Background: an optimization exercise with open tools, aiming at small area and a short achievable clock period. Do not read the settings as production practice. No functional check of the RTL was part of any run shown here. Power is estimated from default activity; no workload was simulated.

==> flow/design.v (outline; a module is shown in full before it is edited, if it fits) <==
// module BMD_64_RWDMA_FSM: 951 lines
// module rw_fa: 4 lines
// module rw_ha: 4 lines
// module rw_ao21: 3 lines
// module rw_a2: 3 lines
// module rw_x2: 3 lines
module BMD_64_RWDMA_FSM (
    clk,
    rst_n,
    init_rst_i,
    wdma_rst_o,
    mwr_len_i,
    mwr_count_i,
    wdma_start_o,
    wdma_addr_o,
    wdma_done_i,
    wdma_irq_o,
    next_wdma_addr_i,
    next_wdma_up_addr_i,
    next_wdma_valid_i,
    wdma_start_i,
    wdma_stop_i,
    wdma_running_o,
    wdma_frame_len_i,
    timeframe_end_i,
    wdma_buf_ptr_o,
    wdma_status_o,
    cc_timeout_o
);
  // ...
==> flow/flow/run.sh <==
#!/bin/bash
# Standard layout, but with sky130_fd_sc_hd__buf_1 as the port buffer cell
# (instead of the default clkdlybuf4s50_1, which is larger and slower).
set -euo pipefail
export BUFFER_PORTS_ARGS="-buffer_cell sky130_fd_sc_hd__buf_1"
bash standard.sh finish > flow_make.log 2>&1
==> flow/standard.sh <==
#!/bin/bash
# synth_recipe.tcl (not shown) runs the flow's synth.tcl, then flattens the netlist and writes it again
# the make line also repeats each setting of config.mk as NAME=value (left out here)
make -C /OpenROAD-flow-scripts/flow DESIGN_CONFIG=/design/flow/config.mk WORK_HOME=/design/flow/orfs CLKGATE_MAP_FILE= SYNTH_SCRIPT=/design/flow/synth_recipe.tcl "${@:-finish}"
==> flow/config.mk <==
export PLATFORM = sky130hd
export DESIGN_NAME = BMD_64_RWDMA_FSM
export DESIGN_NICKNAME = BMD_64_RWDMA_FSM
export VERILOG_FILES = /design/flow/design.v
export SDC_FILE = /design/flow/constraint.sdc
export NUM_CORES = 4
export LEC_CHECK = 0
export CAP_MARGIN = 20
export CORE_MARGIN = 2
export CORE_UTILIZATION = 40
export PLACE_DENSITY = 0.6
export SLEW_MARGIN = 20
export SYNTH_HIERARCHICAL = 1
export SYNTH_MINIMUM_KEEP_SIZE = 0
==> flow/constraint.sdc <==
create_clock -name core_clock -period 8.5 [get_ports {clk}]
set_input_delay 1.7000 -clock core_clock [delete_from_list [all_inputs] [get_ports {clk}]]
set_output_delay 1.7000 -clock core_clock [all_outputs]
set_load 0.01 [all_outputs]
==> summary.txt, run 1 <==
* P per Cell Area at between 150 and 200 nW/um^2
* Switching part of the total at 0.291
* Synthesized area per cell at a little under 10 sq um
* Period utilisation layout at 0.638
* Number of slew-limit violations in the final report at 0
* Clock root cell: clkbuf_16
* Post-CTS setup buffer count at 0
* Clk latency of the worst-skew pair at 0.42 ns
* Final worst slack at a little over 3 ns
* Leak at between 5 and 6 nW
* Final instance area at around 12000 sq um
* Post-DP HPWL at around 20000 um
* H-tree level count at 4
* Cell repeated most along the worst path: a21o_1
* Synth Instances at between 1000 and 1500
* Wirelength, routed at ~26000 um
* Inverters at 9
* Max_cap viols at 0
* Max Buffers Root-to-Sink at 2
* CP Data Arrival Time at 3.73 ns
* Fillers at about 2500
* RSZ-0062 raised after global routing: false
* Final clock-cell share at 0.0520
* Seq group at roughly 550 uW
* Final setup violation count at 0
* Initial Util at 0.409
* Synth Area in Adders at 0.274
* Status: finished clean
* Vias in the first global route at around 8000
* Hold buffers post-CTS at 0
* Fmax at between 150 and 200 MHz
* Gpl congestion at about 0.79
* Slowest cell on crit path: xor2_1
* Count leader, synth: and2_1
* Post-DP Area at 11000 sq um
==> run 2, diff against run 1 <==
--- a/flow/config.mk
+++ b/flow/config.mk
@@ -9,4 +9,5 @@
 export CORE_MARGIN = 2
-export CORE_UTILIZATION = 40
-export PLACE_DENSITY = 0.6
+export CORE_UTILIZATION = 60
+export PLACE_DENSITY = 0.75
+export SETUP_SLACK_MARGIN = 4.3
 export SLEW_MARGIN = 20
==> run 2 against run 1 <==
- wire length rose by 5.9%
- highest routed layer unchanged
- critical path depth did not move
- setup slack improved by 0.95 ns
- combinational power rose by 17%
- worst hold slack improved by 0.012 ns
- largest cell class unchanged
- still clean
- synthesized area did not move
- cell count fell by 4.3%
- via count rose by 4.6%
- largest power group unchanged
==> summary.txt, run 2 <==
* Most common cell after layout, fill and taps aside: and2_1 (unchanged)
* FF+latch count, synth at 115 (unchanged)
* Async set-or-reset flop fraction in the synthesized netlist at 0 (unchanged)
* Yosys cell types at 47 (unchanged)
* Leak at 6.29 nW (was 5.81 nW)
* Via count at 8261 (was 7897)
* CP startpoint kind: flop (unchanged)
* Sequential fraction of the synthesis area at 0.223 (unchanged)
* Gpl congestion at 0.851 (was 0.794)
* H-tree level count at 4 (unchanged)
* RSZ-0062 raised after global routing: true (was false)
* Iteration-0 DRC Markers at 438 (was 402)
* Drt wl/cell at 18.9 um (was 17.1 um)
* Status: finished clean (unchanged)
* Leading post-synthesis cells by instance count: and2_1, fa_1, dfxtp_1 (unchanged)
* Kind of critical path: reg -> out (unchanged)
* Fmax at 223 MHz (was 184 MHz)
* Critical Path End Type: output port (unchanged)
* Core footprint at 16700 sq um (was 25300 sq um)
* Max Buffers Root-to-Sink at 2 (unchanged)
* Die Height at 135 um (was 165 um)
* CP cell instances: xor2_4 > a21o_1 > a21o_1 > a21o_1 > a21o_1 > a21o_4 > xor2_4 > and2_4 > xor2_2 > buf_2 (was xor2_1 > and2_1 > a21o_1 > a21o_1 > a21o_1 > a21o_1 > xor2_1 > and2_1 > xor2_1 > buf_1)
* Pre-antenna DRT Iters at 5 (unchanged)
* Synthesized area per cell at 9.70 sq um (unchanged)
* Grt ovf at 0 (unchanged)
* Crit path from: s_q[17]$_SDFF_PN0_ (was s_q[2]$_SDFF_PN0_)
* Worst slack at placement at 3.31 ns (was 3.27 ns)
* Post-route minimum period at 4.48 ns (was 5.43 ns)
* Synth area leader: fa_1 (unchanged)
* Vias in the first global route at 8425 (was 8023)
* Critical Path RT at 6.80 ns (about the same)
* Post-DP HPWL at 18300 um (was 19800 um)
* # DRC at 0 (unchanged)
* Reg clk slew, reported paths at 0.06 ns (about the same)
* Initial Util at 0.618 (was 0.409)
* Wirelength, routed at 27400 um (was 25900 um)
* Biggest regs: c_q (26), s_q (26) (unchanged)
* Max_cap viols at 0 (unchanged)
* Share of cells above drive strength 1 at 0.271 (was 0.0362)
* Reg-to-reg startpoint: s_q[17]$_SDFF_PN0_ (was s_q[2]$_SDFF_PN0_)
* Number of flops mapped to enable cells by yosys at 0 (unchanged)
* Worst slew pin tran at 1.06 ns (was 1.11 ns)
* Clk_skew at 0.0168 ns (was 0.0129 ns)
* Final Hold Vio Count at 0 (unchanged)
* TNS Setup at 0 ns (unchanged)
* Clk sink count at 115 (unchanged)
* Cell repeated most along the worst path: a21o_1 (unchanged)
* GRT Util Overall at 0.299 (was 0.201)
* Number of slew-limit violations in the final report at 0 (unchanged)
* # IOs at 155 (unchanged)
* Slowest cell on crit path: dfxtp_4 (was xor2_1)
* Hold buffers post-CTS at 0 (unchanged)
* VDD IR-drop max at 0.147 mV (was 0.0946 mV)
* Synth Instances at 1065 (unchanged)
* Min-Delay Path Class: reg -> reg (unchanged)
* Synth area leaders: fa_1, dfxtp_1, and2_1, xor2_1, a21o_1 (unchanged)
* TritonCTS Buffers at 17 (unchanged)
* Final worst slack at 4.02 ns (was 3.07 ns)
* Count leader, synth: and2_1 (unchanged)
* Fillers at 1136 (was 2505)
* # diodes at 0 (was 1)
* Most used flip-flop cell after synthesis: dfxtp_1 (unchanged)
* Worst rel slew slack at 0.296 (was 0.259)
* CP Data Arrival Time at 2.78 ns (was 3.73 ns)
* Clock root cell: clkbuf_16 (unchanged)
* Post-detailed-route count of antenna-violating nets at 0 (unchanged)
* Max incr delay on CP at 0.37 ns (was 0.63 ns)
* Yosys top cell area share at 0.260 (unchanged)
* DIE AREA at 18300 sq um (was 27100 sq um)
* CTS tree: built (unchanged)
* Clk latency of the worst-skew pair at 0.42 ns (about the same)
* Initial antenna violation count at 0 (was 1)
* Worst-path maximum fanout at 6 (was 12)
* Nets at 1455 (was 1410)
* Post-Synthesis Cell Area at 10300 sq um (unchanged)
* Hold Crit Start: st_check$_SDFF_PN0_ (unchanged)
* Final setup violation count at 0 (unchanged)
* P&R area growth vs syn at 25.1% (was 12.4%)
* Largest net degree at the start of global routing at 82 (unchanged)
* First-pass GRT wire length at 42600 um (was 42100 um)
* Family with the most delay on the worst path: compound AO/OA/AOI/OAI gates (unchanged)
* P per Cell Area at 135 nW/um^2 (was 150 nW/um^2)
* Synth warn at 7 (unchanged)
* Die W at 135 um (was 165 um)
* Worst Path Buf+Inv at 1 (unchanged)
* Period utilisation layout at 0.527 (was 0.638)
* Via/cell ratio at 5.69 (was 5.20)
* Port-buffer cells at 154 (unchanged)
* Commonest cells after routing, fill and taps aside: and2_1, buf_1, dfxtp_1, fa_1, fa_2 (was and2_1, buf_1, fa_1, dfxtp_1, xor2_1)
* Num rows at 47 (was 58)
## run 2: cell counts after synthesis
Identical to the previous run, type by type.
## run 2: cell type report
class	count	area, sq um	share of cell area
multi-input cells	873	8440	0.654
flip-flops and latches	115	2350	0.182
repair buffers	203	1260	0.0977
clock buffers	19	453	0.0351
well taps	220	275	0.0213
clock inverters	13	98.8	0.00765
inverters	9	33.8	0.00262
## run 2: power by group
part	leakage (nW)	total, mW	switching [mW]	internal [mW]
clock network	0.267	0.666	0.276	0.391
logic	5.08	0.528	0.265	0.263
registers	0.943	0.554	0.00891	0.545
total	6.29	1.75	0.549	1.20
## run 2: worst reg2reg max path: cells and delay by family (launching register included)
| family | cells | cell delay, ns |
|---|---|---|
| compound gates | 6 | 1.21 |
| simple gates | 2 | 0.26 |
| buf+inv | 2 | 0.25 |
| flops | 1 | 0.37 |
| xor+xnor | 3 | 0.56 |
## run 2: path summary, 6_finish.rpt
kind	endpoint	slack (ns)	cells past startpoint
setup / recovery	wdma_addr_o[39]	4.02	10
hold / removal	prev_check$_DFF_P_	0.45	0
setup reg to reg	a_hi[10]$_SDFF_PN0_	5.73	13
hold reg to reg	prev_check$_DFF_P_	0.45	0
## run 2: Yosys stat by module (local to each module, per instance)
module            times used  cells inside
BMD_64_RWDMA_FSM           1           787
rw_fa                    134             1
rw_ha                     10             1
rw_x2                     65             1
rw_ao21                   57             1
rw_a2                     12             1
## run 2: repair_timing
item	CTS	global route
buffers inserted	14	28
pin swaps	59	71
endpoints found under the setup margin	55	48
gates cloned	1	2
gates resized for setup	156	97
## run 2: routing by layer
metal,part of all wire,GRT usage,wire length [um],up-vias
li1,-,-,-,3822
met1,0.42,0.405,11500,4134
met2,0.50,0.504,13800,262
met3,0.057,0.0501,1570,43
met4,0.019,0.0799,522,0
met5,0,0,0,-
## run 2: kinds of logic after synthesis
logic type / Yosys count / share of synthesized area
AOI/OAI and AO/OA: 145 / 0.105
buffers and inverters: 79 / 0.0383
and+or+nand+nor: 479 / 0.274
DFF: 115 / 0.223
xor gates and xnor gates: 99 / 0.0840
other: 2 / 0.000727
adders and majority gates: 146 / 0.274
## run 2: per-stage QoR
stage / power (mW) / utilization / cells / instance area, sq um / hold WS [ns]
2_1_floorplan: 0.914 / - / 1066 / 10600 / 0.393
3_3_place_gp: 1.03 / 0.662 / 1375 / 11100 / 0.437
3_5_place_dp: 1.04 / 0.662 / 1375 / 11100 / 0.434
4_1_cts: 1.73 / 0.735 / 1422 / 12300 / 0.439
5_1_grt: 1.85 / 0.773 / 1452 / 12900 / 0.453
6_report: 1.75 / 0.773 / 1452 / 12900 / 0.450

-- afterwards: timing with drivers on the ports --
Ports are ideal in the flow. The routed layouts listed here were re-timed in OpenROAD. Step 1, drivers: a clkbuf_16 drives clk and a buf_2 each remaining input, both assumed. Step 2 moves the port delays by t, midway between the first and last clock arrival at a register: inputs arrive t later, outputs are due t later. That takes back most of the time a late clock gives input paths. a / b / c = no drivers / after step 1 / after step 2; a / b = the first two.
| run | shift t [ns] | setup WS [ns] | latest minus earliest clock arrival (ns) | slew at the worst register clock pin (ns) | worst data-port slew with drivers (ns) |
|---|---|---|---|---|---|
| run 1 | 0.457 | 3.074 / 3.031 / 3.264 | 0.014 / 0.013 | 0.06 / 0.06 | 0.08 |
| run 2 | 0.457 | 4.023 / 3.978 / 3.787 | 0.017 / 0.017 | 0.06 / 0.06 | 0.12 |
After both steps every run listed still meets setup and hold. The setup slack of run 2, which loses most, moves by -0.045 ns with the drivers and by -0.236 ns with both steps.
